This is an optimization exercise on Yosys and OpenROAD, whose aim is small area, not a production implementation.
Function was checked by simulation only, so behaviour that the tests miss may differ from the original.
In run 8 the design's own scripts or RTL, not TritonCTS, make the clock network.
No driver is modelled on the clock port, so clock power and skew are understated where the tree is cut down; a real chip needs a root buffer or a tree.
Power figures rest on the tool's default switching activity, not on a simulated workload.

File: flow/design.v
`timescale 1ns / 1ps
module signalReceive(clk, rst, SCK, MOSI, byteReceived, dataByte, SSEL);
input clk;
input rst;
input SCK, SSEL, MOSI;
output byteReceived;
output [7:0] dataByte;
reg [2:0] bitcnt;
reg byte_received;   
reg [7:0] byte_data_received;
assign byteReceived = byte_received;
assign dataByte = byte_data_received;
reg [2:0] SCKr;  
reg [2:0] SSELr;  
reg [1:0] MOSIr; 
always @(posedge clk) 
begin
  if (rst)
    SCKr <= 3'b000;
  else
    SCKr <= {SCKr[1:0], SCK};
end
wire SCK_risingedge = (SCKr[2:1]==2'b01);   
wire SCK_fallingedge = (SCKr[2:1]==2'b10);   
always @(posedge clk) 
begin
  if (rst)
    SSELr <= 3'b111;
  else
    SSELr <= {SSELr[1:0], SSEL};
end
wire SSEL_active = ~SSELr[1];   
wire SSEL_startmessage = (SSELr[2:1]==2'b10);   
wire SSEL_endmessage = (SSELr[2:1]==2'b01);   
always @(posedge clk) 
begin
  MOSIr <= {MOSIr[0], MOSI};
end
wire MOSI_data = MOSIr[1];
always @(posedge clk)
begin
  if(rst)
  begin
    bitcnt <= 3'b000;
  end
  else if(~SSEL_active)
  begin
    bitcnt <= 3'b000;
  end
  else
  begin
    if(SCK_risingedge)
    begin
      bitcnt <= bitcnt + 3'b001;
      byte_data_received <= {byte_data_received[6:0], MOSI_data};
    end
  end
end
always @(posedge clk)
begin    
  if (rst)
    byte_received <= 1'b0;
  else
    byte_received <= SSEL_active && SCK_risingedge && (bitcnt==3'b111);
end 
endmodule
module sending(clk, rst, SCK, MISO, SSEL, data, signalReceived, byteSent);
input clk;
input rst;
input SCK;
output MISO;
input SSEL;
input [7:0] data;
input signalReceived;
output byteSent;
reg byte_sent;
assign byteSent = byte_sent;
reg [7:0] byte_data_sent;
reg byte_sent_2clk;
reg [2:0] cnt;
reg [2:0] SCKr;  
always @(posedge clk) 
begin
 if (rst)
   SCKr <= 3'b000;
 else
   SCKr <= {SCKr[1:0], SCK};
end
wire SCK_risingedge = (SCKr[2:1]==2'b01);   
wire SCK_fallingedge = (SCKr[2:1]==2'b10);   
reg [2:0] SSELr;  
always @(posedge clk) 
begin
  if (rst)
    SSELr <= 3'b111;
  else
    SSELr <= {SSELr[1:0], SSEL};
end
wire SSEL_active = ~SSELr[1];   
wire SSEL_startmessage = (SSELr[2:1]==2'b10);   
wire SSEL_endmessage = (SSELr[2:1]==2'b01);   
always @(posedge clk) 
begin
  if(rst)
  begin
    cnt <= 3'b000;
    byte_data_sent <= 8'h00;
  end
  else if(signalReceived)
  begin
    if(~SSEL_active) 
    begin
      cnt<=3'b000;   
    end
    else
    begin
      if(byte_sent_2clk)
      begin
        byte_data_sent <= data;
      end
      if(SCK_risingedge)
      begin
        cnt <= cnt + 3'b001;
        byte_data_sent <= {byte_data_sent[6:0], 1'b0};
      end
    end
  end
end
always @(posedge clk)
begin
  if(rst)
  begin
    byte_sent_2clk <= 1'b0;
    byte_sent <= 1'b0;
  end
  else if(signalReceived)
  begin
    if (byte_sent_2clk)
    begin
      byte_sent_2clk <= 1'b0;
    end
    if (byte_sent)
    begin
      byte_sent_2clk <= 1'b1;
      byte_sent <= SSEL_active && SCK_risingedge && (cnt==3'b111);
    end
    else
    begin
      byte_sent <= SSEL_active && SCK_risingedge && (cnt==3'b111);
    end
  end
end
assign MISO = byte_data_sent[7];   
endmodule
`timescale 1ns / 1ps
module signalProcess(clk, rst, SCK, MOSI, MISO, SSEL);
input clk;
input rst;
input SCK, SSEL, MOSI;
output MISO;
wire [7:0] dataByte;
wire [7:0] sendByte;
reg [7:0] compressedX [63:0];
reg [6:0] inputCounter;
wire byte_received;
reg signalReceived;
wire byteSent;
integer i;
integer j;
assign sendByte = compressedX[j[5:0]];
signalReceive srA(.clk(clk), .rst(rst), .SCK(SCK), .MOSI(MOSI), .byteReceived(byte_received), .dataByte(dataByte), .SSEL(SSEL));
always @(posedge clk)
begin 
  if(rst)
  begin
    i <= 0;
    inputCounter <= 7'b0000000;
  end
  else if(~signalReceived)
  begin
    if(byte_received)
    begin
      i <= i+1;
      inputCounter <= inputCounter + 7'b0000001; 
    end
  end
end
always @(posedge clk)
begin 
  if(~rst && ~signalReceived && byte_received && i >= 0 && i < 64)
    compressedX[i[5:0]] <= dataByte;
end
always @(posedge clk)
begin
  if(rst)
    signalReceived <= 1'b0;
  else
    signalReceived <= (inputCounter == 7'b1000000);
end
sending sB(.clk(clk), .rst(rst), .SCK(SCK), .MISO(MISO), .SSEL(SSEL), .data(sendByte), .signalReceived(signalReceived), .byteSent(byteSent));
always @(posedge clk)
begin
  if(rst)
    j <= -1;
  else if(signalReceived)
  begin
    if(byteSent)
    begin
      j <= j+1;
    end 
  end
end
endmodule
File: flow/run.sh
#!/bin/bash
# synth_recipe.tcl (not shown) runs the flow's synth.tcl, then flattens the netlist and writes it again
# the make line also repeats each setting of config.mk as NAME=value (left out here)
make -C /OpenROAD-flow-scripts/flow DESIGN_CONFIG=/design/flow/config.mk WORK_HOME=/design/flow/orfs CLKGATE_MAP_FILE= SYNTH_SCRIPT=/design/flow/synth_recipe.tcl finish
File: flow/config.mk
export PLATFORM = sky130hd
export DESIGN_NAME = signalProcess
export DESIGN_NICKNAME = signalProcess
export VERILOG_FILES = /design/flow/design.v
export SDC_FILE = /design/flow/constraint.sdc
export NUM_CORES = 4
export LEC_CHECK = 0
export CAP_MARGIN = 20
export CORE_MARGIN = 2
export CORE_UTILIZATION = 40
export SLEW_MARGIN = 20
File: flow/constraint.sdc
create_clock -name core_clock -period 10.0 [get_ports {clk}]
set_input_delay 2.0000 -clock core_clock [delete_from_list [all_inputs] [get_ports {clk}]]
set_output_delay 2.0000 -clock core_clock [all_outputs]
set_load 0.01 [all_outputs]
==> summary.txt, run 1 <==
* Status: no timing/DRC/antenna violations
* Hold Violations, Final at 0
* Clock Latency Late Sink at 0.64 ns
* Critical path arrival at 4.73 ns
* Clk Tree Root Cell: clkbuf_16
* H-tree Lvls at 2
* Critical path fanouts, max at 8
* Initial antenna violation count at 0
* Crit path top cell by count: nor2_1
* Startpoint types: primary input
* Post-synthesis sequential area ratio at 73.3%
* CP max stage cell: nor2_1
* Pwr per Cell Area at 189 nW/um2
* Synthesized flop and latch total at 596
* Unrepaired setup endpoints after global routing: no
* Main synth FF type: edfxtp_1
* Post-DRT Antenna Nets at 0
* Largest net degree at the start of global routing at 119
* Simple-gate area share of the yosys netlist at 7.10%
* Vias after detailed routing at 12324
* WP data required at 10.25 ns
* Top delay family on crit path: simple AND/OR/NAND/NOR gates
* Maximum vdd drop at 0.153 mV
* Total CTS buffers at 58
* Number of fill cells at 4903
* Post-synthesis compound-gate area fraction at 2.69%
* XOR/XNOR Fraction of Synth Area at 1.27%
* Storage element area at 17100 um2
* Yosys cell types at 54
* Clk_skew at 0.0282 ns
* Lkg Pwr at 8.28 nW
* Maxcap violations at 0
* # resized after CTS at 0
* Synth Net Count at 1331
* Crit end category: flip-flop
* Synth warn at 3
* Finished Layout Cells at 2140
* Router iterations before antenna repair at 5
* Clock buffer depth at 3
* CP cell instances: buf_2, nor4_1, nand4_1, nor2_1, nand3_1, nor2_1
* Final number of max-transition violations at 0
* Vias in the first global route at 12299
* Hpwl dp at 33.1 mm
* Die area at 60400 um2
* Post-synth EDFFs at 520
* Fmax at 223 MHz
* Setup violations, final at 0
* Cells after Synth at 1317
* Avg Inst Size Synth at 17.8 um2
* Rel. slew slack at 33.1%
* Sinks on the clock net at 596
* Drc violations at 0
* Routability congestion estimate at 0.844
* Crit path kind: primary input to flip-flop
* Port Buffer Count at 5
* Max stage delay on crit path at 0.89 ns
* Layout area overhead at 11.7%
* Global-route wire length before repair at 83.9 mm
* Hold Slack at 0.330 ns
* CTS tree: built
* Async S/R FF share, synth at 0%
* Core footprint at 57800 um2
* Multiplexer share of the synthesized area at 13.4%
* Die height at 246 um
* Dpl cells at 2036
* Grt total ovfl at 0
* Final worst slack at 5.52 ns
* Setup tns final at 0 ns
* Commonest non-fill, non-tap cells in the layout: 520 x edfxtp_1, 131 x nor2_1, 126 x mux4_2
* Vias per Instance at 5.76
* CP bufs+invs at 1
* Die W at 246 um
* Number of post-CTS setup repair buffers at 0
* Most common cell after layout, fill and taps aside: edfxtp_1
* Dpl ws at 4.96 ns
* Adder-cell share of the synthesized area at 0.481%
* Largest family of logic cells by synthesized area: multiplexers
* Clock Pin Slew Worst Setup and Hold Paths at 0.06 ns
* Final worst path period share at 44.8%
* Layout cells sized above 1 at 17.7%
* Syn Std Cell Area at 23400 um2
* Worst-margin pin slew at 1.00 ns
* WL/cell at 26.6 um
* Starting DRC count in detailed routing at 1144
* Cts hold-fix bufs at 0
* Nets at 1345
* # diodes at 0
* Routed WL at 57.0 mm
* Final Critical Period at 4.48 ns
* FP Rows at 88
* GRT Overall Usage at 19.1%
* Footprint of the multi-input gates at 5840 um2
* Worst hold path type: flip-flop to flip-flop
* Ports at 6
* Starting density of the core at 40.5%
[sequential cells by signal, summed over array words and instances (netlist names), 2 cells and up, named ones only]
| register | flops |
|---|---|
| j | 6 |
| sB.byte_data_sent | 8 |
| srA.byte_data_received | 8 |
| i | 32 |
| compressedX | 512 |
| srA.MOSIr | 2 |
| inputCounter | 7 |
| srA.SSELr | 2 |
| srA.bitcnt | 3 |
| sB.cnt | 3 |
| srA.SCKr | 3 |
[logic make-up after synthesis]
family,count (synthesis)
AO/OA/AOI/OAI,90
XOR/XNOR,34
adder cells (fa/ha/maj),9
buffers and inverters,80
flip-flops,596
multiplexers,156
AND/OR/NAND/NOR,352
[cell type report]
type,count,area share [%]
sequential,596,65.6
multi-input combinational,641,22.4
clock buffer,71,5.82
tap,765,3.66
clock inverter,33,1.64
timing repair buffer,23,0.737
inverter,11,0.158
[synthesized netlist by cell type (all sizes together), types with 3 or more instances]
cell / number / area share [%]
or2: 3 / 0.080
nor4: 16 / 0.43
mux2i: 27 / 1.2
a311oi: 7 / 0.26
edfxtp: 520 / 67
mux4: 126 / 12
ha: 9 / 0.48
or3: 12 / 0.32
nand4: 16 / 0.43
xnor2: 19 / 0.71
and3: 9 / 0.24
clkbuf: 29 / 0.47
dfxtp: 76 / 6.5
buf: 40 / 1.1
a21oi: 20 / 0.43
nor2b: 12 / 0.32
or4: 4 / 0.14
a221oi: 7 / 0.26
o21ai: 25 / 0.53
nand2b: 7 / 0.19
nand3b: 5 / 0.16
a311o: 7 / 0.30
o221ai: 8 / 0.30
inv: 9 / 0.14
mux2: 3 / 0.14
nor2: 131 / 2.1
and4: 4 / 0.15
nand3: 30 / 0.66
nand2: 83 / 1.3
xor2: 15 / 0.56
or3b: 3 / 0.11
nor3: 12 / 0.26
a221o: 7 / 0.30
[per-stage QoR]
stage | area, um2 | util (%) | total power, mW
2_1_floorplan | 23400 | - | 2.73
3_3_place_gp | 24200 | 41.8 | 2.73
3_5_place_dp | 24200 | 41.8 | 2.73
4_1_cts | 26100 | 45.2 | 4.98
5_1_grt | 26100 | 45.2 | 5.07
6_report | 26100 | 45.2 | 4.94
[per-layer routing]
layer | GRT usage (%) | vias to the layer above | wire length (um) | part of all wire (%)
li1 | - | 5249 | - | -
met1 | 26.8 | 6400 | 23900 | 42
met2 | 30.0 | 579 | 26800 | 47
met3 | 4.05 | 96 | 4770 | 8.4
met4 | 6.20 | 0 | 1530 | 2.7
met5 | 0 | - | 0 | 0
[final timing paths]
| path | from | end | slack [ns] | depth (start not counted) |
|---|---|---|---|---|
| max | rst | compressedX[53][4]$_DFFE_PP_ | 5.52 | 6 |
| min | srA.MOSIr[0]$_DFF_P_ | srA.MOSIr[1]$_DFF_P_ | 0.33 | 0 |
| max reg2reg | signalReceived$_SDFF_PP0_ | compressedX[53][4]$_DFFE_PP_ | 6.40 | 6 |
| min reg2reg | srA.MOSIr[0]$_DFF_P_ | srA.MOSIr[1]$_DFF_P_ | 0.33 | 0 |
[where the power goes]
group	total [mW]	switching [mW]	internal (mW)
logic	0.0139	0.00994	0.00393
registers	2.67	0.000878	2.67
clock network	2.26	0.929	1.33
total	4.94	0.939	4.00
==> run 2: changes to the inputs <==
==> flow/design.v (replaced) <==
module signalProcess(clk, rst, SCK, MOSI, MISO, SSEL);
input clk;
input rst;
input SCK, SSEL, MOSI;
output MISO;
reg [2:0] sck_r;
reg [1:0] ssel_r;
reg [1:0] mosi_r;
always @(posedge clk) begin
  sck_r  <= {sck_r[1:0], SCK};
  ssel_r <= {ssel_r[0], SSEL};
  mosi_r <= {mosi_r[0], MOSI};
end
wire act  = ~ssel_r[1];
wire mosi = mosi_r[1];
wire rise = act & sck_r[1] & ~sck_r[2];
reg [2:0] bitcnt;
always @(posedge clk)
  if (rst | ~act)
    bitcnt <= 3'd0;
  else if (rise)
    bitcnt <= bitcnt + 3'd1;
wire last = rise & (&bitcnt);    
reg rd;           
reg wpend;        
reg rfull;        
reg ld;           
reg [5:0] ptr;    
reg [5:0] d;      
reg [7:0] sr;     
reg [7:0] bf;
reg [511:0] ring;   
wire hit   = (d == 6'd0);    
wire fetch = hit & (wpend | (rd & (~rfull | ld)));
wire ins   = hit & wpend;
wire [5:0] ptr_n = ptr + {5'd0, fetch};
wire recv  = last & ~rd;
wire recv_last = recv & (&ptr_n);    
always @(posedge clk) begin
  ring <= {ring[503:0], ins ? bf : ring[511:504]};
  if (!fetch)
    d <= d - 6'd1;
  if (recv)
    bf <= {sr[6:0], mosi};
  else if (fetch)
    bf <= ring[503:496];
  if (ld)
    sr <= bf;
  else if (recv_last)
    sr <= 8'h00;                        
  else if (rise)
    sr <= {sr[6:0], mosi & ~rd};
end
always @(posedge clk)
  if (rst) begin
    rd    <= 1'b0;
    wpend <= 1'b0;
    rfull <= 1'b0;
    ld    <= 1'b0;
    ptr   <= 6'd0;
  end else begin
    ptr   <= ptr_n;
    if (recv_last)
      rd <= 1'b1;
    wpend <= recv | (wpend & ~hit);
    rfull <= (fetch & rd) | (rfull & ~ld);
    ld    <= last & rd;
  end
assign MISO = sr[7];   
endmodule
==> flow/flow/run.sh (new file) <==
#!/bin/bash
set -euo pipefail
export CTS_ARGS="-sink_clustering_enable -repair_clock_nets -dont_use_dummy_load -buf_list sky130_fd_sc_hd__clkbuf_8 -sink_clustering_size 20 -sink_clustering_max_diameter 80"
bash standard.sh > flow.log 2>&1
==> flow/standard.sh (new file) <==
#!/bin/bash
# synth_recipe.tcl (not shown) runs the flow's synth.tcl, then flattens the netlist and writes it again
# the make line also repeats each setting of config.mk as NAME=value (left out here)
make -C /OpenROAD-flow-scripts/flow DESIGN_CONFIG=/design/flow/config.mk WORK_HOME=/design/flow/orfs CLKGATE_MAP_FILE= SYNTH_SCRIPT=/design/flow/synth_recipe.tcl "${@:-finish}"
--- a/flow/config.mk
+++ b/flow/config.mk
@@ -8,4 +8,4 @@
 export CAP_MARGIN = 20
 export CORE_MARGIN = 2
-export CORE_UTILIZATION = 40
+export CORE_UTILIZATION = 60
 export SLEW_MARGIN = 20
removed: flow/run.sh
==> run 2 against run 1 <==
  * Still clean
  * Synthesized area is 49% lower
  * Utilization is 20 points higher
  * First-iteration DRC count is 88% lower
  * Worst hold slack worse by 0.023 ns
  * Clock skew is 0.00051 ns lower
  * Global-route usage is 7.2 points lower
  * Cell count is 56% lower
  * Non-clock buffer count is 18 lower
  * Fmax is 29% higher
  * Via count is 66% lower
  * Critical path depth is 5 lower
  * Flip-flop and latch count is 42 lower
==> summary.txt, run 2 <==
* Main synth FF type: dfxtp_1
* Synth area leader: dfxtp_1
* Syn Std Cell Area at 12000 um2
* FP Rows at 51
* Post-synthesis sequential area ratio at 93.9%
* Crit path kind: flip-flop to output pin
* Commonest cells in the netlist: 532 x dfxtp_1, 22 x edfxtp_1, 16 x mux2_2
* Status: no timing/DRC/antenna violations
* Internal Pwr Total at 2.53 mW
* Synthesized flop and latch total at 554
* CP cell instances: clkdlybuf4s50_1
* Die W at 146 um
* Max reg flops at 512
* Global-route wire length before repair at 21.0 mm
* Vias in the first global route at 4287
* Clk Tree Root Cell: clkbuf_8
* Setup tns final at 0 ns
* CP bufs+invs at 1
* Flop pwr share at 72.1%
* Grt total ovfl at 0
* Synth warn at 1
* Lkg Pwr at 5.03 nW
* Dpl cells at 918
* Avg Inst Size Synth at 18.5 um2
* Post-synth EDFFs at 22
* GRT Overall Usage at 12.0%
* Largest net degree at the start of global routing at 21
* Worst-margin pin slew at 0.588 ns
* Vias per Instance at 4.37
* CTS tree: built
* WP data required at 8.00 ns
* Ports at 6
* Hold Violations, Final at 0
* Most common cell after layout, fill and taps aside: dfxtp_1
* Critical path fanouts, max at 1
* Final worst path period share at 34.8%
* Layout area overhead at 6.62%
* Hpwl dp at 6.44 mm
* Dpl ws at 6.70 ns
* Top delay family on crit path: buffers and inverters
* Post-DRT Antenna Nets at 0
* Final worst slack at 6.52 ns
* CP max stage cell: clkdlybuf4s50_1
* Vias after detailed routing at 4145
* Fmax at 287 MHz
* Number of post-CTS setup repair buffers at 0
* Initial antenna violation count at 0
* Clock Latency Late Sink at 0.59 ns
* Yosys cell types at 25
* Async S/R FF share, synth at 0%
* Clk_skew at 0.0276 ns
* Final core occ at 65.5%
* Routability congestion estimate at 0.689
* Combinational Power Share at 0.9%
* Top post-synthesis cells by area: dfxtp_1 88%, edfxtp_1 5.5%, mux2_2 1.5%
* Final number of max-transition violations at 0
* Final Critical Period at 3.48 ns
* Layout cells sized above 1 at 7.31%
* Total CTS buffers at 31
* # resized after CTS at 0
* Synth Net Count at 661
* Port Buffer Count at 5
* Core footprint at 19600 um2
* WL/cell at 12.7 um
* Commonest non-fill, non-tap cells in the layout: 532 x dfxtp_1, 31 x clkbuf_8, 22 x edfxtp_1
* Crit end category: output pin
* Routed WL at 12.1 mm
* Router iterations before antenna repair at 4
* Unrepaired setup endpoints after global routing: no
* Die area at 21200 um2
* Maximum vdd drop at 0.149 mV
* Maxcap violations at 0
* Switching power at 0.588 mW
* Synth top area share at 88.5%
* Drc violations at 0
* Top-count cell post-synth: dfxtp_1
* Worst hold path type: flip-flop to flip-flop
* Number of fill cells at 1383
* Setup violations, final at 0
* Starting DRC count in detailed routing at 142
* Sinks on the clock net at 554
* Critical path arrival at 1.48 ns
* Nets at 696
* Clock Pin Slew Worst Setup and Hold Paths at 0.11 ns
* Cells after Synth at 651
* H-tree Lvls at 1
* Startpoint types: flip-flop
* Finished Layout Cells at 949
* Die height at 146 um
* Clock buffer depth at 3
* Pwr per Cell Area at 243 nW/um2
* Clock Power Share at 26.9%
* # diodes at 0
* Rel. slew slack at 60.8%
* Cts hold-fix bufs at 0
* Max stage delay on crit path at 0.54 ns
* Starting density of the core at 61.5%
* Switching share of power at 18.8%
==> run 2: cell types whose count changed in the layout (fill, tap and decap cells not counted), moves of 59 or more <==
cell | previous run | this run
nor2_1 | 131 | 5
dfxtp_1 | 72 | 532
clkbuf_16 | 59 | 0
nand2_1 | 83 | 8
edfxtp_1 | 520 | 22
mux4_2 | 126 | 0
==> run 2: path summary, 6_finish.rpt <==
check                    start                end  slack [ns]  depth (start not counted)
max            sr[7]$_DFFE_PP_               MISO        6.52                          1
min          ring[250]$_DFF_P_  ring[258]$_DFF_P_        0.31                          0
max reg2reg     d[2]$_DFFE_PN_    sr[7]$_DFFE_PP_        6.67                         10
min reg2reg  ring[250]$_DFF_P_  ring[258]$_DFF_P_        0.31                          0
==> run 2: power by group through the flow <==
stage | clock, mW | sequential (mW) | combinational, mW
after floorplan | 0 | 2.30 | 0.0213
after global placement | 0 | 2.30 | 0.0259
after detailed placement | 0 | 2.30 | 0.0290
after CTS | 0.880 | 2.25 | 0.0297
after global routing | 0.951 | 2.25 | 0.0314
final | 0.840 | 2.25 | 0.0288
==> run 2: cell type report <==
cell class                      count  area, um2  area share [%]
Timing Repair Buffer                5       50.0           0.390
Clock buffer                       31        427            3.32
Inverter                            6       22.5           0.175
Tap cell                          265        332            2.58
Multi-Input combinational cell     88        696            5.42
Sequential cell                   554      11300            88.1
==> run 2: metal layers <==
metal / up-vias / part of all wire [%] / track usage (%)
met3: 33 / 3.5 / 2.79
met2: 40 / 39 / 17.0
li1: 2109 / - / -
met4: 0 / 3.0 / 4.56
met5: - / 0 / 0
met1: 1963 / 55 / 18.1
==> run 2: kinds of logic (layout without fill, tap and decap cells) <==
group           after synthesis  in the layout  synth area share (%)
flops                       554            554                  93.9
simple gates                 35             35                  1.58
mux                          25             25                  2.24
compound gates               15             15                 0.852
buf+inv                       9             42                 0.281
xor+xnor                      8              8                 0.582
fa+ha+maj                     5              5                 0.520
==> run 2: through the flow <==
step	cell area, um2	hold slack (ns)	total power [mW]
5_1_grt	12800	0.312	3.24
4_1_cts	12800	0.309	3.16
6_report	12800	0.308	3.12
3_3_place_gp	12400	0.310	2.32
3_5_place_dp	12400	0.312	2.33
2_1_floorplan	12000	0.310	2.32
==> run 3: changes to the inputs <==
==> flow/flow/run.sh (replaced) <==
#!/bin/bash
set -euo pipefail
export CTS_ARGS="-sink_clustering_enable -repair_clock_nets -dont_use_dummy_load -buf_list sky130_fd_sc_hd__clkbuf_8 -sink_clustering_size 20 -sink_clustering_max_diameter 80"
export BUFFER_PORTS_ARGS="-buffer_cell sky130_fd_sc_hd__buf_1"
bash standard.sh > flow.log 2>&1
--- a/flow/config.mk
+++ b/flow/config.mk
@@ -8,4 +8,4 @@
 export CAP_MARGIN = 20
 export CORE_MARGIN = 2
-export CORE_UTILIZATION = 60
+export CORE_UTILIZATION = 80
 export SLEW_MARGIN = 20
==> run 3 against run 2 <==
  * The run now fails in 3_5_place_dp
  * Synthesized area did not move
  * Synthesized cell count did not move
==> summary.txt, run 3 <==
* Post-synth EDFFs at 22
* Die height at 127 um
* FP Rows at 44
* Port Buffer Count at 5
* Stop stage: 3_5_place_dp
* Yosys cell types at 25
* Commonest cells in the netlist: 532 x dfxtp_1, 22 x edfxtp_1, 16 x mux2_2
* Starting density of the core at 82.2%
* Hpwl dp at 10.5 mm
* Avg Inst Size Synth at 18.5 um2
* Err: [ERROR DPL-0033] detailed placement checks failed during check placement.
* Status: did not finish
* Synth warn at 1
* Syn Std Cell Area at 12000 um2
* Cells after Synth at 651
* Synth top area share at 88.5%
* Die W at 127 um
* Top post-synthesis cells by area: dfxtp_1 88%, edfxtp_1 5.5%, mux2_2 1.5%
* Top-count cell post-synth: dfxtp_1
* Ports at 6
* Routability congestion estimate at 0.747
* Synth Net Count at 661
* Synthesized flop and latch total at 554
* Main synth FF type: dfxtp_1
* Synth area leader: dfxtp_1
* Post-synthesis sequential area ratio at 93.9%
* Async S/R FF share, synth at 0%
run 3: cell counts after synthesis:
Identical to the previous run, type by type.
run 3: cell families after synthesis:
logic type,share of synthesized area (%)
adders and majority gates,0.520
buffers and inverters,0.281
AOI/OAI and AO/OA,0.852
xor gates and xnor gates,0.582
DFF,93.9
muxes,2.24
and+or+nand+nor,1.58
run 3: worst min path at each step:
stage                                from           endpoint  slack, ns  depth (start not counted)
after floorplan         mosi_r[0]$_DFF_P_  mosi_r[1]$_DFF_P_       0.31                          0
after global placement  ring[298]$_DFF_P_  ring[306]$_DFF_P_       0.31                          0
run 3: power by group through the flow:
stage             Sequential [mW]  Combinational, mW  Clock [mW]
floorplan                    2.30             0.0213           0
global placement             2.30             0.0245           0
==> run 4: changes to the inputs <==
==> flow/run.sh (new file) <==
#!/bin/bash
# synth_recipe.tcl (not shown) runs the flow's synth.tcl, then flattens the netlist and writes it again
# the make line also repeats each setting of config.mk as NAME=value (left out here)
make -C /OpenROAD-flow-scripts/flow DESIGN_CONFIG=/design/flow/config.mk WORK_HOME=/design/flow/orfs CLKGATE_MAP_FILE= SYNTH_SCRIPT=/design/flow/synth_recipe.tcl finish
--- a/flow/config.mk
+++ b/flow/config.mk
@@ -8,4 +8,4 @@
 export CAP_MARGIN = 20
 export CORE_MARGIN = 2
-export CORE_UTILIZATION = 80
+export CORE_UTILIZATION = 40
 export SLEW_MARGIN = 20
removed: flow/flow/run.sh
removed: flow/standard.sh
==> run 4 against run 3 <==
  * The run now finishes clean
  * Synthesized area unchanged
  * Synthesized cell count stayed put
==> summary.txt, run 4 <==
* Vias per Instance at 3.77
* Pwr per Cell Area at 287 nW/um2
* CP bufs+invs at 1
* Drc violations at 0
* Largest family of logic cells by synthesized area: multiplexers
* Simple-gate area share of the yosys netlist at 1.58%
* WP depth at 1
* Starting density of the core at 40.6%
* Largest net degree at the start of global routing at 18
* Most common cell after layout, fill and taps aside: dfxtp_1
* Fmax at 296 MHz
* Final number of max-transition violations at 0
* Port Buffer Count at 5
* Post-synthesis sequential area ratio at 93.9%
* Clk_skew at 0.0137 ns
* Maximum vdd drop at 0.184 mV
* Top delay family on crit path: buffers and inverters
* Combinational Power Share at 0.7%
* Critical path fanouts, max at 1
* FF-to-FF setup slack at 6.74 ns
* # diodes at 0
* Synthesized flop and latch total at 554
* Hold depth at 0
* Final Critical Period at 3.38 ns
* Synth area leader: dfxtp_1
* Syn Std Cell Area at 12000 um2
* Status: no timing/DRC/antenna violations
* Area post-placement at 12600 um2
* Nets at 710
* Unrepaired setup endpoints after global routing: no
* Setup tns final at 0 ns
* Worst hold path type: flip-flop to flip-flop
* # resized after CTS at 0
* Synth warn at 1
* Max reg flops at 512
* Sinks on the clock net at 554
* CTS tree: built
* Worst reg2reg path depth at 10
* Critical path arrival at 1.38 ns
* Clock Power Share at 43.9%
* Final worst path period share at 33.8%
* WP data required at 8.00 ns
* Maxcap violations at 0
* Main synth FF type: dfxtp_1
* Post-synth EDFFs at 22
* GRT Overall Usage at 8.29%
* Clk Tree Root Cell: clkbuf_16
* Crit end category: output pin
* Die W at 177 um
* Layout area overhead at 17.3%
* Layout cells sized above 1 at 12.8%
* Vias in the first global route at 4279
* Cts hold-fix bufs at 0
* Flop pwr share at 55.4%
* Starting DRC count in detailed routing at 167
* H-tree Lvls at 2
* Async S/R FF share, synth at 0%
* Worst reg2reg path endpoint: sr[4]$_DFFE_PP_
* Clock Pin Slew Worst Setup and Hold Paths at 0.06 ns
* Cells after Synth at 651
* Switching power at 0.752 mW
* Commonest cells in the netlist: 532 x dfxtp_1, 22 x edfxtp_1, 16 x mux2_2
* Synth top area share at 88.5%
* Endpoint, Worst Hold: ring[477]$_DFF_P_
* Global-route wire length before repair at 21.0 mm
* Routed WL at 12.5 mm
* Rel. slew slack at 59.7%
* Hpwl dp at 5.83 mm
* Number of post-CTS setup repair buffers at 0
* Multiplexer share of the synthesized area at 2.24%
* Top-count cell post-synth: dfxtp_1
* Startpoint types: flip-flop
* Vias after detailed routing at 4238
* FP Rows at 63
* Avg Inst Size Synth at 18.5 um2
* CP max stage cell: clkdlybuf4s50_1
* Routability congestion estimate at 0.648
* Worst flop-to-flop path startpoint: ld$_SDFF_PP0_
* Lkg Pwr at 5.59 nW
* XOR/XNOR Fraction of Synth Area at 0.582%
* Core footprint at 29600 um2
* Commonest non-fill, non-tap cells in the layout: 532 x dfxtp_1, 46 x clkbuf_16, 22 x edfxtp_1
* Setup violations, final at 0
* Adder-cell share of the synthesized area at 0.520%
* Hold Violations, Final at 0
* Internal Pwr Total at 3.31 mW
* Yosys cell types at 25
* Max stage delay on crit path at 0.53 ns
* Crit path kind: flip-flop to output pin
* Total CTS buffers at 45
* Die height at 177 um
* Clock buffer depth at 3
* Router iterations before antenna repair at 3
* Post-synthesis compound-gate area fraction at 0.852%
* Grt total ovfl at 0
* Hold_sp: ring[469]$_DFF_P_
* Clock Latency Late Sink at 0.53 ns
* CP cell instances: clkdlybuf4s50_1
* Initial antenna violation count at 0
* WL/cell at 11.1 um
* Post-DRT Antenna Nets at 0
* Die area at 31500 um2
* Ports at 6
* Cell area after layout at 14100 um2
* Top post-synthesis cells by area: dfxtp_1 88%, edfxtp_1 5.5%, mux2_2 1.5%
* Synth Net Count at 661
* Worst-margin pin slew at 0.604 ns
* Switching share of power at 18.5%
## run 4: cell counts after synthesis
Identical to the previous run, type by type.
## run 4: metal layers
layer	wire length (um)	track usage, %	part of all wire [%]	up-vias
met5	0	0	0	-
met4	377	3.93	3.0	0
met3	533	2.76	4.3	32
met2	4470	10.5	36	52
met1	7070	12.5	57	1974
li1	-	-	-	2180
## run 4: final cells by class
class                           count  area [um2]
Multi-Input combinational cell     88         696
Fill cell                        2520       15500
Tap cell                          390         488
Sequential cell                   554       11300
Clock inverter                     15         191
Inverter                            6        22.5
Clock buffer                       65        1360
Timing Repair Buffer                5        50.0
## run 4: cell families after synthesis
group / count (synthesis)
AOI/OAI and AO/OA: 15
DFF: 554
and+or+nand+nor: 35
adders and majority gates: 5
muxes: 25
buffers and inverters: 9
xor gates and xnor gates: 8
## run 4: worst register-to-register path, stage by stage (launching register included)
cell and delay, ns:
dfxtp_1 0.47, nand2b_1 0.25, a21oi_1 0.13, nand2b_1 0.33, inv_1 0.08, ha_1 0.21
ha_1 0.21, xnor2_1 0.14, or4b_4 0.54, a2111oi_4 0.49, a21oi_1 0.14
## run 4: worst max path at each step
stage / to / startpoint / slack [ns]
after floorplan: sr[1]$_DFFE_PP_ / ld$_SDFF_PP0_ / 7.02
after detailed placement: sr[0]$_DFFE_PP_ / ld$_SDFF_PP0_ / 6.73
after global routing: sr[5]$_DFFE_PP_ / ld$_SDFF_PP0_ / 6.50
after global placement: sr[7]$_DFFE_PP_ / ld$_SDFF_PP0_ / 6.80
after CTS: MISO / sr[7]$_DFFE_PP_ / 6.57
final: MISO / sr[7]$_DFFE_PP_ / 6.62
## run 4: metrics by stage
step	worst slack [ns]	total power, mW	cells	utilization (%)	hold slack, ns
final	6.62	4.06	1123	47.6	0.319
after CTS	6.57	4.11	1123	47.6	0.309
after global routing	6.50	4.20	1123	47.6	0.315
after detailed placement	6.73	2.33	1043	42.4	0.312
after floorplan	7.02	2.32	651	-	0.310
after global placement	6.80	2.33	1043	42.4	0.311
## run 4: power groups by stage
stage	logic, mW	registers, mW	clock network, mW
2_1_floorplan	0.0213	2.30	0
3_3_place_gp	0.0274	2.30	0
3_5_place_dp	0.0279	2.30	0
4_1_cts	0.0285	2.25	1.83
5_1_grt	0.0316	2.25	1.92
6_report	0.0277	2.25	1.78
==> run 5: changes to the inputs <==
==> flow/flow/run.sh (new file) <==
#!/bin/bash
set -euo pipefail
export CTS_ARGS="-sink_clustering_enable -repair_clock_nets -dont_use_dummy_load -buf_list sky130_fd_sc_hd__clkbuf_16 -sink_clustering_size 25 -sink_clustering_max_diameter 80"
bash standard.sh > flow.log 2>&1
==> flow/standard.sh (new file) <==
#!/bin/bash
# synth_recipe.tcl (not shown) runs the flow's synth.tcl, then flattens the netlist and writes it again
# the make line also repeats each setting of config.mk as NAME=value (left out here)
make -C /OpenROAD-flow-scripts/flow DESIGN_CONFIG=/design/flow/config.mk WORK_HOME=/design/flow/orfs CLKGATE_MAP_FILE= SYNTH_SCRIPT=/design/flow/synth_recipe.tcl "${@:-finish}"
--- a/flow/config.mk
+++ b/flow/config.mk
@@ -8,4 +8,4 @@
 export CAP_MARGIN = 20
 export CORE_MARGIN = 2
-export CORE_UTILIZATION = 40
+export CORE_UTILIZATION = 60
 export SLEW_MARGIN = 20
removed: flow/run.sh
==> run 5 against run 4 <==
  * Fmax shrank 0.50%
  * Synthesized cell count is the same
  * Die area shrank 33%
  * Design area shrank 7.5%
  * Critical endpoint unchanged
  * Sequential share of layout area grew 6.5 points
  * Still clean
  * Critical path depth is the same
==> summary.txt, run 5 <==
* WL met1 at 6.52 mm
* Top post-synthesis cells by area: dfxtp_1 88%, edfxtp_1 5.5%, mux2_2 1.5%
* Clock buffer depth at 3
* Nets at 691
* Grt total ovfl at 0
* Commonest cells in the netlist: 532 x dfxtp_1, 22 x edfxtp_1, 16 x mux2_2
* Global-route wire length before repair at 21.1 mm
* Yosys cell types at 25
* Max stage delay on crit path at 0.54 ns
* WP data required at 8.00 ns
* WL/cell at 12.7 um
* Sinks on the clock net at 554
* Die W at 146 um
* Dpl ws at 6.70 ns
* CP max stage cell: clkdlybuf4s50_1
* Number of post-CTS setup repair buffers at 0
* Startpoint types: flip-flop
* Worst-margin pin slew at 0.588 ns
* Post-DRT Antenna Nets at 0
* Initial antenna violation count at 0
* Clock Latency Late Sink at 0.54 ns
* GRT Overall Usage at 12.0%
* Largest net degree at the start of global routing at 26
* Layout area overhead at 8.48%
* Vias per Instance at 4.41
* Vias in the first global route at 4328
* Rel. slew slack at 60.8%
* Drc violations at 0
* Critical path arrival at 1.40 ns
* CP bufs+invs at 1
* Most common cell after layout, fill and taps aside: dfxtp_1
* Largest family of logic cells by synthesized area: multiplexers
* Number of fill cells at 1366
* Async S/R FF share, synth at 0%
* Die area at 21200 um2
* Unrepaired setup endpoints after global routing: no
* Setup tns final at 0 ns
* # resized after CTS at 0
* Adder-cell share of the synthesized area at 0.520%
* Fmax at 294 MHz
* Synth top area share at 88.5%
* Synthesized flop and latch total at 554
* Lkg Pwr at 5.13 nW
* Router iterations before antenna repair at 4
* Die height at 146 um
* Avg Inst Size Synth at 18.5 um2
* Layout cells sized above 1 at 6.63%
* Port Buffer Count at 5
* CP cell instances: clkdlybuf4s50_1
* Commonest non-fill, non-tap cells in the layout: 532 x dfxtp_1, 26 x clkbuf_16, 22 x edfxtp_1
* Multiplexer share of the synthesized area at 2.24%
* Synth Net Count at 661
* Maxcap violations at 0
* Top-count cell post-synth: dfxtp_1
* Hpwl dp at 6.44 mm
* Uppermost layer routed: met4
* Final Critical Period at 3.40 ns
* CTS tree: built
* Cts hold-fix bufs at 0
* Clk Tree Root Cell: clkbuf_16
* Setup violations, final at 0
* Status: no timing/DRC/antenna violations
* Post-synthesis sequential area ratio at 93.9%
* Clock Pin Slew Worst Setup and Hold Paths at 0.09 ns
* Syn Std Cell Area at 12000 um2
* Synth warn at 1
* Starting density of the core at 61.5%
* Final worst slack at 6.60 ns
* Max reg flops at 512
* Simple-gate area share of the yosys netlist at 1.58%
* Hold Violations, Final at 0
* Starting DRC count in detailed routing at 144
* Met3 wire len at 381 um
* Crit end category: output pin
* Core footprint at 19600 um2
* Routed WL at 12.0 mm
* Worst hold path type: flip-flop to flip-flop
* Top delay family on crit path: buffers and inverters
* XOR/XNOR Fraction of Synth Area at 0.582%
* Vias after detailed routing at 4163
* # diodes at 0
* Ports at 6
* Final worst path period share at 34.0%
* Post-synth EDFFs at 22
* Critical path fanouts, max at 1
* Pwr per Cell Area at 254 nW/um2
* Synth area leader: dfxtp_1
* Final number of max-transition violations at 0
* Maximum vdd drop at 0.174 mV
* Main synth FF type: dfxtp_1
* Cells after Synth at 651
* Crit path kind: flip-flop to output pin
* Total CTS buffers at 26
* FP Rows at 51
* Post-synthesis compound-gate area fraction at 0.852%
* Routability congestion estimate at 0.689
* Clk_skew at 0.0465 ns
* H-tree Lvls at 1
* Met2 wire len at 4.83 mm
[run 5: final timing paths]
check,endpoint,depth (start not counted),from,slack [ns]
max,MISO,1,sr[7]$_DFFE_PP_,6.60
min,ring[386]$_DFF_P_,0,ring[378]$_DFF_P_,0.27
max reg2reg,sr[4]$_DFFE_PP_,10,d[2]$_DFFE_PN_,6.66
min reg2reg,ring[386]$_DFF_P_,0,ring[378]$_DFF_P_,0.27
[run 5: metal layers]
layer	global-route usage (%)	vias up
met3	2.63	28
met5	0	-
met1	18.4	1990
met4	3.73	0
li1	-	2108
met2	17.2	37
[run 5: report_power, final]
part           switching, mW  internal, mW  leakage, nW
Sequential            0.0117          2.24         4.48
Combinational         0.0146        0.0141        0.329
Clock                  0.577         0.464        0.320
Total                  0.604          2.72         5.13
[run 5: cell families (layout without fill, tap and decap cells)]
| logic type | count (synthesis) | after routing |
|---|---|---|
| xor+xnor | 8 | 8 |
| simple gates | 35 | 35 |
| mux | 25 | 25 |
| compound gates | 15 | 15 |
| fa+ha+maj | 5 | 5 |
| flops | 554 | 554 |
| buf+inv | 9 | 37 |
[run 5: area by class of cell]
type | instances | area [um2] | share of cell area, %
flip-flops and latches | 554 | 11300 | 86.6
multi-input cells | 88 | 696 | 5.33
clock buffers | 26 | 651 | 4.98
well taps | 265 | 332 | 2.54
repair buffers | 5 | 50.0 | 0.383
inverters | 6 | 22.5 | 0.172
[run 5: metrics by stage]
stage          instance area [um2]  hold slack [ns]  instances  total power, mW  util, %
4_1_cts                      13100            0.271        944             3.36     66.7
6_report                     13100            0.271        944             3.32     66.7
2_1_floorplan                12000            0.310        651             2.32        -
3_5_place_dp                 12400            0.312        918             2.33     63.4
3_3_place_gp                 12400            0.310        918             2.32     63.4
5_1_grt                      13100            0.268        944             3.44     66.7
==> run 6: changes to the inputs <==
==> flow/flow/run.sh (replaced) <==
#!/bin/bash
set -euo pipefail
export CTS_ARGS="-sink_clustering_enable -repair_clock_nets -dont_use_dummy_load -buf_list sky130_fd_sc_hd__clkbuf_4 -sink_clustering_size 12 -sink_clustering_max_diameter 60"
export BUFFER_PORTS_ARGS="-buffer_cell sky130_fd_sc_hd__buf_1"
bash standard.sh > flow.log 2>&1
==> run 6 against run 5 <==
  * Non-clock buffer count is the same
  * Sequential share of layout area rose by 2.0 points
  * Count of clock-buffer cells in the layout is 26 higher
  * Clock skew grew 0.013 ns
  * Critical path type is now flip-flop to flip-flop
  * Flip-flop and latch count did not move
  * Global-route usage is 0.51 points higher
==> summary.txt, run 6 <==
* Setup tns final at 0 ns
* Crit end category: flip-flop
* Crit path kind: flip-flop to flip-flop
* Nets at 717
* Commonest cells in the netlist: 532 x dfxtp_1, 22 x edfxtp_1, 16 x mux2_2
* Most common cell after layout, fill and taps aside: dfxtp_1
* Worst-margin pin slew at 0.567 ns
* Unrepaired setup endpoints after global routing: no
* Ports at 6
* Post-synth EDFFs at 22
* Syn Std Cell Area at 12000 um2
* Top post-synthesis cells by area: dfxtp_1 88%, edfxtp_1 5.5%, mux2_2 1.5%
* WP data required at 10.36 ns
* Switching power at 0.592 mW
* Fmax at 305 MHz
* Setup violations, final at 0
* Total CTS buffers at 52
* Final Critical Period at 3.28 ns
* Starting density of the core at 61.5%
* Hpwl dp at 6.23 mm
* Grt total ovfl at 0
* Initial antenna violation count at 1
* Max reg flops at 512
* Yosys cell types at 25
* Layout area overhead at 6.08%
* Clk_skew at 0.0598 ns
* Synth Net Count at 661
* Die area at 21200 um2
* Commonest non-fill, non-tap cells in the layout: 532 x dfxtp_1, 52 x clkbuf_4, 22 x edfxtp_1
* Router iterations before antenna repair at 4
* Async S/R FF share, synth at 0%
* # resized after CTS at 0
* Clock Power Share at 26.2%
* Final worst path period share at 32.8%
* Starting DRC count in detailed routing at 171
* Layout cells sized above 1 at 10.1%
* Number of post-CTS setup repair buffers at 0
* Core footprint at 19600 um2
* FP Rows at 51
* CP startpoint: d[0]$_DFFE_PN_
* Combinational Power Share at 0.9%
* Status: no timing/DRC/antenna violations
* Sinks on the clock net at 554
* Hold_sp: ring[257]$_DFF_P_
* Clock Pin Slew Worst Setup and Hold Paths at 0.12 ns
* Maximum vdd drop at 0.128 mV
* Routed WL at 12.2 mm
* Vias in the first global route at 4457
* Critical path fanouts, max at 9
* Internal Pwr Total at 2.49 mW
* Hold Violations, Final at 0
* Lkg Pwr at 5.04 nW
* FF-to-FF setup slack at 6.72 ns
* Clk Tree Root Cell: clkbuf_4
* Final core occ at 65.2%
* Synth top area share at 88.5%
* Drc violations at 0
* Main synth FF type: dfxtp_1
* Synth area leader: dfxtp_1
* Vias per Instance at 4.35
* Flop pwr share at 72.9%
* Post-DRT Antenna Nets at 0
* Die W at 146 um
* Area post-placement at 12400 um2
* Worst flop-to-flop path startpoint: d[0]$_DFFE_PN_
* Avg Inst Size Synth at 18.5 um2
* Clock Latency Late Sink at 0.65 ns
* Clock buffer depth at 3
* WL/cell at 12.5 um
* Critical path arrival at 3.64 ns
* Global-route wire length before repair at 21.6 mm
* Top-count cell post-synth: dfxtp_1
* Startpoint types: flip-flop
* Switching share of power at 19.2%
* Worst hold path type: flip-flop to flip-flop
* Cell area after layout at 12800 um2
* Post-synthesis sequential area ratio at 93.9%
* H-tree Lvls at 2
* Synthesized flop and latch total at 554
* CTS tree: built
* Cts hold-fix bufs at 0
* Maxcap violations at 0
* Die height at 146 um
* Largest net degree at the start of global routing at 14
* Routability congestion estimate at 0.716
* Port Buffer Count at 5
* Vias after detailed routing at 4219
* Hold Slack at 0.262 ns
* Synth warn at 1
* Final number of max-transition violations at 0
* Rel. slew slack at 62.2%
* Pwr per Cell Area at 242 nW/um2
* Cells after Synth at 651
* GRT Overall Usage at 12.5%
-- run 6: per-stage QoR --
| stage | worst slack (ns) | cells | power (mW) |
|---|---|---|---|
| global route | 6.43 | 971 | 3.23 |
| CTS | 6.69 | 970 | 3.13 |
| global placement | 6.88 | 918 | 2.32 |
| floorplan | 7.02 | 651 | 2.32 |
| finish | 6.72 | 971 | 3.08 |
| detailed placement | 6.71 | 918 | 2.33 |
-- run 6: cell type report --
class	count	area [um2]
Inverter	6	22.5
Multi-Input combinational cell	88	696
Sequential cell	554	11300
Clock buffer	52	390
Tap cell	265	332
Timing Repair Buffer	5	18.8
Fill cell	1417	6820
Antenna cell	1	2.50
-- run 6: worst paths after layout --
check                                    endpoint  cells past startpoint
worst max-delay path              sr[7]$_DFFE_PP_                     11
worst min-delay path            ring[265]$_DFF_P_                      0
worst max register to register    sr[7]$_DFFE_PP_                     11
worst min register to register  ring[265]$_DFF_P_                      0
-- run 6: cells by family after synthesis --
| group | count (synthesis) | share of synthesized area (%) |
|---|---|---|
| flip-flops | 554 | 93.9 |
| AND/OR/NAND/NOR | 35 | 1.58 |
| multiplexers | 25 | 2.24 |
| AO/OA/AOI/OAI | 15 | 0.852 |
| buffers and inverters | 9 | 0.281 |
| XOR/XNOR | 8 | 0.582 |
| adder cells (fa/ha/maj) | 5 | 0.520 |
-- run 6: power groups by stage --
| stage | clock network, mW | registers (mW) | logic (mW) |
|---|---|---|---|
| finish | 0.809 | 2.25 | 0.0270 |
| global route | 0.946 | 2.25 | 0.0311 |
| detailed placement | 0 | 2.30 | 0.0274 |
| global placement | 0 | 2.30 | 0.0248 |
| CTS | 0.854 | 2.25 | 0.0277 |
| floorplan | 0 | 2.30 | 0.0213 |
-- run 6: critical path, stage by stage, from the launching register on --
cell and delay [ns]:
edfxtp_1 0.38, inv_1 0.07, ha_1 0.24, and3b_1 0.24, nand2b_1 0.29, inv_1 0.09, ha_1 0.21, ha_1 0.21
xnor2_1 0.15, or4b_4 0.53, a2111oi_4 0.46, a21oi_1 0.15
-- run 6: layer usage --
metal / global-route usage, % / share of wire, % / vias up
met5: 0 / 0 / -
met4: 5.49 / 2.3 / 0
met3: 3.98 / 4.6 / 26
met2: 16.7 / 40 / 57
met1: 18.7 / 53 / 1976
li1: - / - / 2160
==> run 7: changes to the inputs <==
--- a/flow/design.v
+++ b/flow/design.v
@@ -18,11 +18,10 @@
 always @(posedge clk)
   if (rst | ~act)
-    bitcnt <= 3'd0;
+    bitcnt <= 3'd1;
   else if (rise)
-    bitcnt <= bitcnt + 3'd1;
-wire last = rise & (&bitcnt);    
+    bitcnt <= {bitcnt[1:0], bitcnt[2] ^ bitcnt[1] ^ (bitcnt[1:0] == 2'd0)};
+wire last = rise & (bitcnt == 3'd0);    
 reg rd;           
 reg wpend;        
-reg rfull;        
 reg ld;           
 reg [5:0] ptr;    
@@ -31,17 +30,19 @@
 reg [7:0] bf;
 reg [511:0] ring;   
-wire hit   = (d == 6'd0);    
-wire fetch = hit & (wpend | (rd & (~rfull | ld)));
-wire ins   = hit & wpend;
-wire [5:0] ptr_n = ptr + {5'd0, fetch};
-wire recv  = last & ~rd;
-wire recv_last = recv & (&ptr_n);    
+wire d_low = (d[4:0] == 5'd0);
+wire hit  = d_low & ~d[5];         
+wire ins  = hit & wpend;
+wire step = rd ? last : ins;     
+wire p_low = (ptr[4:0] == 5'd0);
+wire [5:0] ptr_n = step ? {ptr[4:0], ptr[5] ^ ptr[4] ^ p_low} : ptr;   
+wire recv = last & ~rd;
+wire recv_last = recv & (ptr_n == 6'd0);    
 always @(posedge clk) begin
   ring <= {ring[503:0], ins ? bf : ring[511:504]};
-  if (!fetch)
-    d <= d - 6'd1;
+  if (!step)
+    d <= {d[4:0], d[5] ^ d[4] ^ d_low};    
   if (recv)
     bf <= {sr[6:0], mosi};
-  else if (fetch)
+  else if (hit)
     bf <= ring[503:496];
   if (ld)
@@ -56,13 +57,11 @@
     rd    <= 1'b0;
     wpend <= 1'b0;
-    rfull <= 1'b0;
     ld    <= 1'b0;
-    ptr   <= 6'd0;
+    ptr   <= 6'd1;
   end else begin
-    ptr   <= ptr_n;
+    ptr <= ptr_n;
     if (recv_last)
       rd <= 1'b1;
     wpend <= recv | (wpend & ~hit);
-    rfull <= (fetch & rd) | (rfull & ~ld);
     ld    <= last & rd;
   end
==> run 7 against run 6 <==
  * Register-to-register slack better by 0.89 ns
  * First-iteration DRC count up 8.8%
  * Wire length up 2.8%
  * Via count grew 2.7%
  * Global-route usage is 0.19 points higher
  * Worst hold slack is essentially flat
  * Utilization fell by 0.22 points
  * Total power decreased by 1.5%
  * Sequential power about the same
  * Die area decreased by 0.68%
  * Clock skew is 0.014 ns higher
==> summary.txt, run 7 <==
* Status: no timing/DRC/antenna violations
* Clock Latency Late Sink at 0.69 ns
* Area post-placement at 12300 um2
* Ports at 6
* Footprint of the multi-input gates at 651 um2
* WL/cell at 12.8 um
* Combinational Power Share at 0.1%
* Cts hold-fix bufs at 0
* Layout area overhead at 6.12%
* Total CTS buffers at 52
* Lkg Pwr at 4.95 nW
* Sinks on the clock net at 553
* Critical path arrival at 1.18 ns
* CP max stage cell: edfxtp_1
* Routed WL at 12.5 mm
* Die W at 145 um
* WP depth at 1
* Maxcap violations at 0
* Router iterations before antenna repair at 5
* Avg Inst Size Synth at 18.3 um2
* Fmax at 314 MHz
* Synth area leader: dfxtp_1
* Worst hold path type: flip-flop to flip-flop
* Final number of max-transition violations at 0
* Hold depth at 0
* Clock Power Share at 26.8%
* Worst-margin pin slew at 0.639 ns
* Startpoint types: flip-flop
* Routability congestion estimate at 0.702
* Syn Std Cell Area at 12000 um2
* Crit end category: output pin
* Grt total ovfl at 0
* Crit path kind: flip-flop to output pin
* Post-synth EDFFs at 22
* Worst flop-to-flop path startpoint: d[1]$_DFFE_PP_
* CP startpoint: sr[7]$_DFFE_PP_
* Setup tns final at 0 ns
* Largest net degree at the start of global routing at 18
* Worst reg2reg path depth at 5
* H-tree Lvls at 2
* Internal Pwr Total at 2.46 mW
* Hold_sp: ring[329]$_DFF_P_
* Initial antenna violation count at 1
* Number of post-CTS setup repair buffers at 0
* Main synth FF type: dfxtp_1
* Finished Layout Cells at 975
* Commonest cells in the netlist: 531 x dfxtp_1, 25 x nand2_1, 22 x edfxtp_1
* CP bufs+invs at 1
* Number of fill cells at 1413
* WP data required at 8.00 ns
* Dpl cells at 922
* Dpl ws at 7.26 ns
* Cell area after layout at 12700 um2
* Cells after Synth at 655
* Final worst path period share at 31.8%
* Vias per Instance at 4.44
* FP Rows at 51
* Synthesized flop and latch total at 553
* Top delay family on crit path: flip-flops
* Final Critical Period at 3.18 ns
* Yosys cell types at 27
* Clock buffer depth at 3
* Synth warn at 1
* Rel. slew slack at 57.3%
* Switching share of power at 19.1%
* Setup violations, final at 0
* Hpwl dp at 6.13 mm
* Storage element area at 11300 um2
* Top-count cell post-synth: dfxtp_1
* Top post-synthesis cells by area: dfxtp_1 89%, edfxtp_1 5.5%, mux2_2 1.6%
* Commonest non-fill, non-tap cells in the layout: 531 x dfxtp_1, 52 x clkbuf_4, 25 x nand2_1
* Clk Tree Root Cell: clkbuf_4
* Nets at 716
* Hold Violations, Final at 0
* Async S/R FF share, synth at 0%
* CTS tree: built
* Clk_skew at 0.0739 ns
* CP cell instances: buf_1
* Most common cell after layout, fill and taps aside: dfxtp_1
* Starting density of the core at 61.2%
* GRT Overall Usage at 12.7%
* Post-DRT Antenna Nets at 0
* Pwr per Cell Area at 239 nW/um2
* Post-synthesis sequential area ratio at 94.4%
* Unrepaired setup endpoints after global routing: no
* Port Buffer Count at 5
* Clock Pin Slew Worst Setup and Hold Paths at 0.11 ns
* Maximum vdd drop at 0.149 mV
* Vias in the first global route at 4511
* Switching power at 0.579 mW
* Core footprint at 19500 um2
* Max stage delay on crit path at 0.38 ns
* # resized after CTS at 0
* Layout cells sized above 1 at 10.6%
* Flop pwr share at 73.0%
* Synth Net Count at 660
* Die height at 145 um
* Final worst slack at 6.82 ns
* Design Power at 3.04 mW
* Synth top area share at 88.9%
* Starting DRC count in detailed routing at 186
* Critical path fanouts, max at 1
* Die area at 21100 um2
* Max reg flops at 512
* Global-route wire length before repair at 21.9 mm
* Drc violations at 0
* Vias after detailed routing at 4333
-- run 7: power by group through the flow --
stage,Combinational (mW),Sequential (mW),Clock [mW]
after global placement,0.00399,2.27,0
after floorplan,0.00294,2.27,0
after detailed placement,0.00432,2.27,0
after global routing,0.00484,2.22,0.948
after CTS,0.00433,2.22,0.860
final,0.00424,2.22,0.815
-- run 7: cell type report --
cell class	count	share of cell area, %
timing repair buffer	5	0.148
inverter	1	0.0296
sequential	553	89.0
clock buffer	52	3.08
multi-input combinational	98	5.13
antenna	1	0.0197
tap	265	2.61
-- run 7: worst paths after layout --
path | end | slack (ns)
max reg2reg | sr[3]$_DFFE_PP_ | 7.61
max | MISO | 6.82
min | ring[337]$_DFF_P_ | 0.26
min reg2reg | ring[337]$_DFF_P_ | 0.26
-- run 7: through the flow --
step / hold slack, ns / utilization (%)
2_1_floorplan: 0.310 / -
3_5_place_dp: 0.312 / 63.0
5_1_grt: 0.263 / 65.0
4_1_cts: 0.256 / 65.0
6_report: 0.262 / 65.0
3_3_place_gp: 0.311 / 63.0
-- run 7: logic make-up after synthesis --
family                 Yosys count  share of synthesized area (%)
AO/OA/AOI/OAI                   22                           1.13
flip-flops                     553                           94.4
buffers and inverters            4                          0.126
AND/OR/NAND/NOR                 55                           2.41
XOR/XNOR                         3                          0.220
multiplexers                    18                           1.68
-- run 7: per-layer routing --
layer | part of all wire (%) | GRT usage (%) | up-vias
met3 | 4.9 | 3.74 | 34
met4 | 3.0 | 6.42 | 0
met2 | 39 | 16.9 | 82
li1 | - | - | 2175
met1 | 53 | 18.9 | 2042
met5 | 0 | 0 | -
==> run 8: changes to the inputs <==
==> flow/flow/run.sh (replaced) <==
#!/bin/bash
# The standard layout, except for the clock tree: after placement, flow/tree.tcl
# builds a two-level inverter tree over clusters of flip-flops (flow/cluster.py) in place
# of ORFS's CTS, and the standard flow then routes and finishes the design.
# Each tool's output goes to its own log file here; ORFS's per-step logs stay in orfs/logs.
set -euo pipefail
export BUFFER_PORTS_ARGS="-buffer_cell sky130_fd_sc_hd__buf_1"
R=orfs/results/sky130hd/signalProcess/base
bash standard.sh place > flow_place.log 2>&1
ODB=$R/3_place.odb OUT=flops.txt openroad -no_init -exit flow/dump.tcl > dump.log 2>&1
python3 flow/cluster.py flops.txt 23 sky130_fd_sc_hd__inv_8 sky130_fd_sc_hd__inv_12 2 > plan.txt 2> cluster.log
ODB=$R/3_place.odb SDC=$R/3_place.sdc PLAN=plan.txt OUTODB=$R/4_1_cts.odb OUTSDC=$R/4_cts.sdc \
  openroad -no_init -exit flow/tree.tcl > tree.log 2>&1
bash standard.sh finish > flow_finish.log 2>&1
==> flow/flow/cluster.py (new file) <==
import sys, math, random
# usage: cluster.py flops.txt K leafmaster rootmaster nroot > plan.txt
fl=[l.split() for l in open(sys.argv[1]) if not l.startswith('DIE')]
die=[l.split() for l in open(sys.argv[1]) if l.startswith('DIE')][0]
K=int(sys.argv[2]); leafm=sys.argv[3]; rootm=sys.argv[4]; nroot=int(sys.argv[5]) if len(sys.argv)>5 else 1
pts=[(int(f[2]),int(f[3]),f[0]) for f in fl]
N=len(pts); cap=math.ceil(N/K)
random.seed(1)
# k-means++ init
cent=[pts[random.randrange(N)][:2]]
while len(cent)<K:
    d=[min((p[0]-c[0])**2+(p[1]-c[1])**2 for c in cent) for p in pts]
    s=sum(d); r=random.random()*s; a=0
    for i,x in enumerate(d):
        a+=x
        if a>=r: cent.append(pts[i][:2]); break
for it in range(60):
    # capacitated assignment: greedy by distance
    pairs=sorted(((abs(p[0]-c[0])+abs(p[1]-c[1]),i,j) for i,p in enumerate(pts) for j,c in enumerate(cent)))
    asg=[-1]*N; cnt=[0]*K
    for d,i,j in pairs:
        if asg[i]<0 and cnt[j]<cap:
            asg[i]=j; cnt[j]+=1
    new=[]
    for j in range(K):
        m=[pts[i] for i in range(N) if asg[i]==j]
        new.append((sorted(p[0] for p in m)[len(m)//2], sorted(p[1] for p in m)[len(m)//2]) if m else cent[j])
    if new==cent: break
    cent=new
# roots: split leaves into nroot groups by angle around center
# roots: k-means of the leaves into nroot groups
rc=[cent[int(i*K/nroot)] for i in range(nroot)]
for it in range(50):
    ra=[min(range(nroot),key=lambda r:abs(c[0]-rc[r][0])+abs(c[1]-rc[r][1])) for c in cent]
    rc=[(int(sum(c[0] for c,a in zip(cent,ra) if a==r)/max(1,ra.count(r))),int(sum(c[1] for c,a in zip(cent,ra) if a==r)/max(1,ra.count(r)))) for r in range(nroot)]
for r in range(nroot):
    print(f"ROOT root{r} {rc[r][0]} {rc[r][1]} {rootm}")
for j,c in enumerate(cent):
    print(f"LEAF leaf{j} {c[0]} {c[1]} {leafm} root{ra[j]}")
for i,p in enumerate(pts):
    print(f"SINK leaf{asg[i]} {p[2]}")
import collections
rad=collections.defaultdict(int)
for i,p in enumerate(pts):
    c=cent[asg[i]]; rad[asg[i]]=max(rad[asg[i]],abs(p[0]-c[0])+abs(p[1]-c[1]))
print("# max cluster radius um", max(rad.values())/1000, "cap", cap, file=sys.stderr)
==> flow/flow/dump.tcl (new file) <==
set P $::env(FLOW_HOME)/platforms/sky130hd
read_lef $P/lef/sky130_fd_sc_hd.tlef
read_lef $P/lef/sky130_fd_sc_hd_merged.lef
read_db $::env(ODB)
set block [ord::get_db_block]
set f [open $::env(OUT) w]
set die [$block getDieArea]
puts $f "DIE [$die xMin] [$die yMin] [$die xMax] [$die yMax]"
foreach it [[$block findNet clk] getITerms] {
  set inst [$it getInst]
  set bb [$inst getBBox]
  puts $f "[$inst getName] [$it getMTerm] [expr {([$bb xMin]+[$bb xMax])/2}] [expr {([$bb yMin]+[$bb yMax])/2}] [[$inst getMaster] getName]"
}
close $f
==> flow/flow/tree.tcl (new file) <==
# Clock tree in place of ORFS's CTS step: two root inverters on clk, each driving
# leaf inverters placed at the centres of flip-flop clusters (plan from cluster.py),
# so every flip-flop sees clk through two inversions. Writes 4_1_cts.odb and 4_cts.sdc.
set P $::env(FLOW_HOME)/platforms/sky130hd
read_lef $P/lef/sky130_fd_sc_hd.tlef
read_lef $P/lef/sky130_fd_sc_hd_merged.lef
read_liberty $P/lib/sky130_fd_sc_hd__tt_025C_1v80.lib
read_db $::env(ODB)
read_sdc $::env(SDC)
source $P/setRC.tcl
set db [ord::get_db]
set block [ord::get_db_block]
set clknet [$block findNet clk]
set f [open $::env(PLAN)]
while {[gets $f line] >= 0} {
  if {[string index $line 0] eq "#"} continue
  set w [split $line " "]
  switch [lindex $w 0] {
    ROOT - LEAF {
      lassign $w kind name x y m parent
      set inst [odb::dbInst_create $block [$db findMaster $m] $name]
      $inst setLocation $x $y
      $inst setPlacementStatus PLACED
      if {$kind eq "ROOT"} { [$inst findITerm A] connect $clknet } else { [$inst findITerm A] connect $nets($parent) }
      set n [odb::dbNet_create $block "clknet_${name}"]
      $n setSigType CLOCK
      [$inst findITerm Y] connect $n
      set nets($name) $n
    }
    SINK {
      lassign $w _ leaf iname
      set it [[$block findInst $iname] findITerm CLK]
      $it disconnect
      $it connect $nets($leaf)
    }
  }
}
close $f
detailed_placement
check_placement -verbose
set_propagated_clock [all_clocks]
estimate_parasitics -placement
report_clock_skew
report_check_types -max_slew -max_capacitance -violators
report_worst_slack -min
report_worst_slack -max
write_db $::env(OUTODB)
write_sdc -no_timestamp $::env(OUTSDC)
==> run 8 against run 7 <==
  * Worst hold slack improved by 0.038 ns
  * Total power fell by 2.4%
  * Die area stayed put
  * Flip-flop and latch count unchanged
  * Clock skew down 0.035 ns
  * Utilization down 0.52 points
  * Sequential share of layout area up 0.72 points
  * Synthesized area is the same
  * Design area decreased by 0.80%
  * Critical path type unchanged
  * Largest power group unchanged
  * Highest routed layer unchanged
==> summary.txt, run 8 <==
* Clk_skew at 0.0391 ns
* Syn Std Cell Area at 12000 um2
* Initial antenna violation count at 0
* Clock Pin Slew Worst Setup and Hold Paths at 0.11 ns
* Setup tns final at 0 ns
* Cells after Synth at 655
* FP Rows at 51
* Core footprint at 19500 um2
* Post-synthesis sequential area ratio at 94.4%
* Pwr per Cell Area at 236 nW/um2
* Vias per Instance at 4.37
* Fmax at 366 MHz
* Crit path kind: flip-flop to output pin
* Setup violations, final at 0
* Routability congestion estimate at 0.702
* Router iterations before antenna repair at 4
* Final worst slack at 7.27 ns
* Yosys cell types at 27
* Starting density of the core at 61.2%
* Unrepaired setup endpoints after global routing: no
* Maximum vdd drop at 0.176 mV
* Startpoint types: flip-flop
* # diodes at 0
* Final Critical Period at 2.73 ns
* CP max stage cell: edfxtp_1
* Hold Slack at 0.300 ns
* Max reg flops at 512
* Top delay family on crit path: flip-flops
* WP data required at 8.00 ns
* CP bufs+invs at 1
* Largest net degree at the start of global routing at 26
* Layout area overhead at 5.27%
* Hold Violations, Final at 0
* Main synth FF type: dfxtp_1
* GRT Overall Usage at 11.2%
* Final worst path period share at 27.3%
* Worst flop-to-flop path startpoint: d[1]$_DFFE_PP_
* Synth area leader: dfxtp_1
* Critical path fanouts, max at 1
* Synth top area share at 88.9%
* Top-count cell post-synth: dfxtp_1
* Ports at 6
* Max stage delay on crit path at 0.37 ns
* Commonest non-fill, non-tap cells in the layout: 531 x dfxtp_1, 25 x nand2_1, 23 x inv_8
* Synthesized flop and latch total at 553
* Drc violations at 0
* Grt total ovfl at 0
* Worst reg2reg path endpoint: sr[7]$_DFFE_PP_
* Port Buffer Count at 5
* WL/cell at 12.5 um
* Top post-synthesis cells by area: dfxtp_1 89%, edfxtp_1 5.5%, mux2_2 1.6%
* Commonest cells in the netlist: 531 x dfxtp_1, 25 x nand2_1, 22 x edfxtp_1
* Footprint of the multi-input gates at 651 um2
* Final number of max-transition violations at 0
* Die height at 145 um
* Critical path arrival at 0.73 ns
* FF-to-FF setup slack at 7.60 ns
* Lkg Pwr at 4.86 nW
* Number of fill cells at 1399
* Starting DRC count in detailed routing at 170
* Post-synth EDFFs at 22
* Avg Inst Size Synth at 18.3 um2
* Die area at 21100 um2
* CP cell instances: buf_1
* Nets at 689
* Status: no timing/DRC/antenna violations
* Storage element area at 11300 um2
* Die W at 145 um
* Dpl ws at 7.26 ns
* Hold_sp: ring[460]$_DFF_P_
* Routed WL at 11.8 mm
* Most common cell after layout, fill and taps aside: dfxtp_1
* Global-route wire length before repair at 20.3 mm
* Vias after detailed routing at 4142
* Clock Latency Late Sink at 0.24 ns
* Worst-margin pin slew at 0.643 ns
* Worst hold path type: flip-flop to flip-flop
* Post-DRT Antenna Nets at 0
* Synth warn at 1
* Crit end category: output pin
* Design Power at 2.97 mW
* Hold depth at 0
* Async S/R FF share, synth at 0%
* Maxcap violations at 0
* Rel. slew slack at 57.0%
* Layout cells sized above 1 at 7.04%
* Synth Net Count at 660
* Vias in the first global route at 4091
* Worst reg2reg path depth at 5
* Endpoint, Worst Hold: ring[468]$_DFF_P_
* Hpwl dp at 6.13 mm
## run 8: logic make-up after synthesis
logic type                after synthesis  share of synthesized area, %
AOI/OAI and AO/OA                      22                          1.13
xor gates and xnor gates                3                         0.220
buffers and inverters                   4                         0.126
DFF                                   553                          94.4
muxes                                  18                          1.68
and+or+nand+nor                        55                          2.41
## run 8: area by class of cell
cell class	instances	share of cell area, %
Multi-Input combinational cell	98	5.17
Inverter	26	2.35
Tap cell	265	2.63
Sequential cell	553	89.7
Timing Repair Buffer	5	0.149
## run 8: power by group
part	switching (mW)	internal, mW
combinational	0.00256	0.00166
clock	0.649	0.0930
sequential	0.00141	2.22
## run 8: worst max path at each step
stage / from / end / cells past startpoint
final: sr[7]$_DFFE_PP_ / MISO / 1
after global placement: rst / bitcnt[0]$_SDFFE_PP1P_ / 2
after detailed placement: rst / bitcnt[0]$_SDFFE_PP1P_ / 2
after global routing: sr[7]$_DFFE_PP_ / MISO / 1
after floorplan: rst / ptr[0]$_SDFF_PP1_ / 3
## run 8: per-layer routing
layer / track usage [%] / wire, um / vias up / share of wire (%)
li1: - / - / 2116 / -
met1: 17.8 / 6390 / 1951 / 54
met2: 16.1 / 4630 / 47 / 39
met3: 1.89 / 454 / 28 / 3.8
met4: 3.09 / 340 / 0 / 2.9
met5: 0 / 0 / - / 0
## run 8: metrics by stage
stage | cells | utilization (%) | cell area, um2
detailed placement | 922 | 63.0 | 12300
global placement | 922 | 63.0 | 12300
floorplan | 655 | - | 12000
finish | 947 | 64.5 | 12600
global route | 947 | 64.5 | 12600

[port drivers added, routing unchanged]
Ports are ideal in the flow. The routed layouts listed here were re-timed in OpenROAD.
Step 1 sets driving cells, clkbuf_16 on the clock port and buf_2 on the other inputs (assumed; they add their load-dependent delay and slew).
Step 2 also shifts input and output timing later by t, the mid clock arrival at the registers, as if the neighbouring blocks saw the same clock.
Slacks: ideal / step 1 / step 2; pairs: ideal / step 1.
run | t, ns | setup slack, ns | clock arrival spread, ns
run 1 | 0.679 | 5.518 / 5.554 / 4.875 | 0.028 / 0.029
run 2 | 0.614 | 6.519 / 6.481 / 6.668 | 0.030 / 0.030
run 4 | 0.566 | 6.617 / 6.576 / 6.736 | 0.015 / 0.015
run 5 | 0.561 | 6.600 / 6.557 / 6.664 | 0.048 / 0.048
run 6 | 0.667 | 6.717 / 6.717 / 6.717 | 0.079 / 0.079
run 7 | 0.691 | 6.815 / 6.776 / 7.243 | 0.079 / 0.079
run 8 | 0.330 | 7.271 / 7.166 / 7.270 | 0.048 / 0.047
After both steps setup and hold are still met in every run listed. For run 1, which loses most, drivers alone change the setup slack by +0.036 ns; drivers and shift together by -0.643 ns.
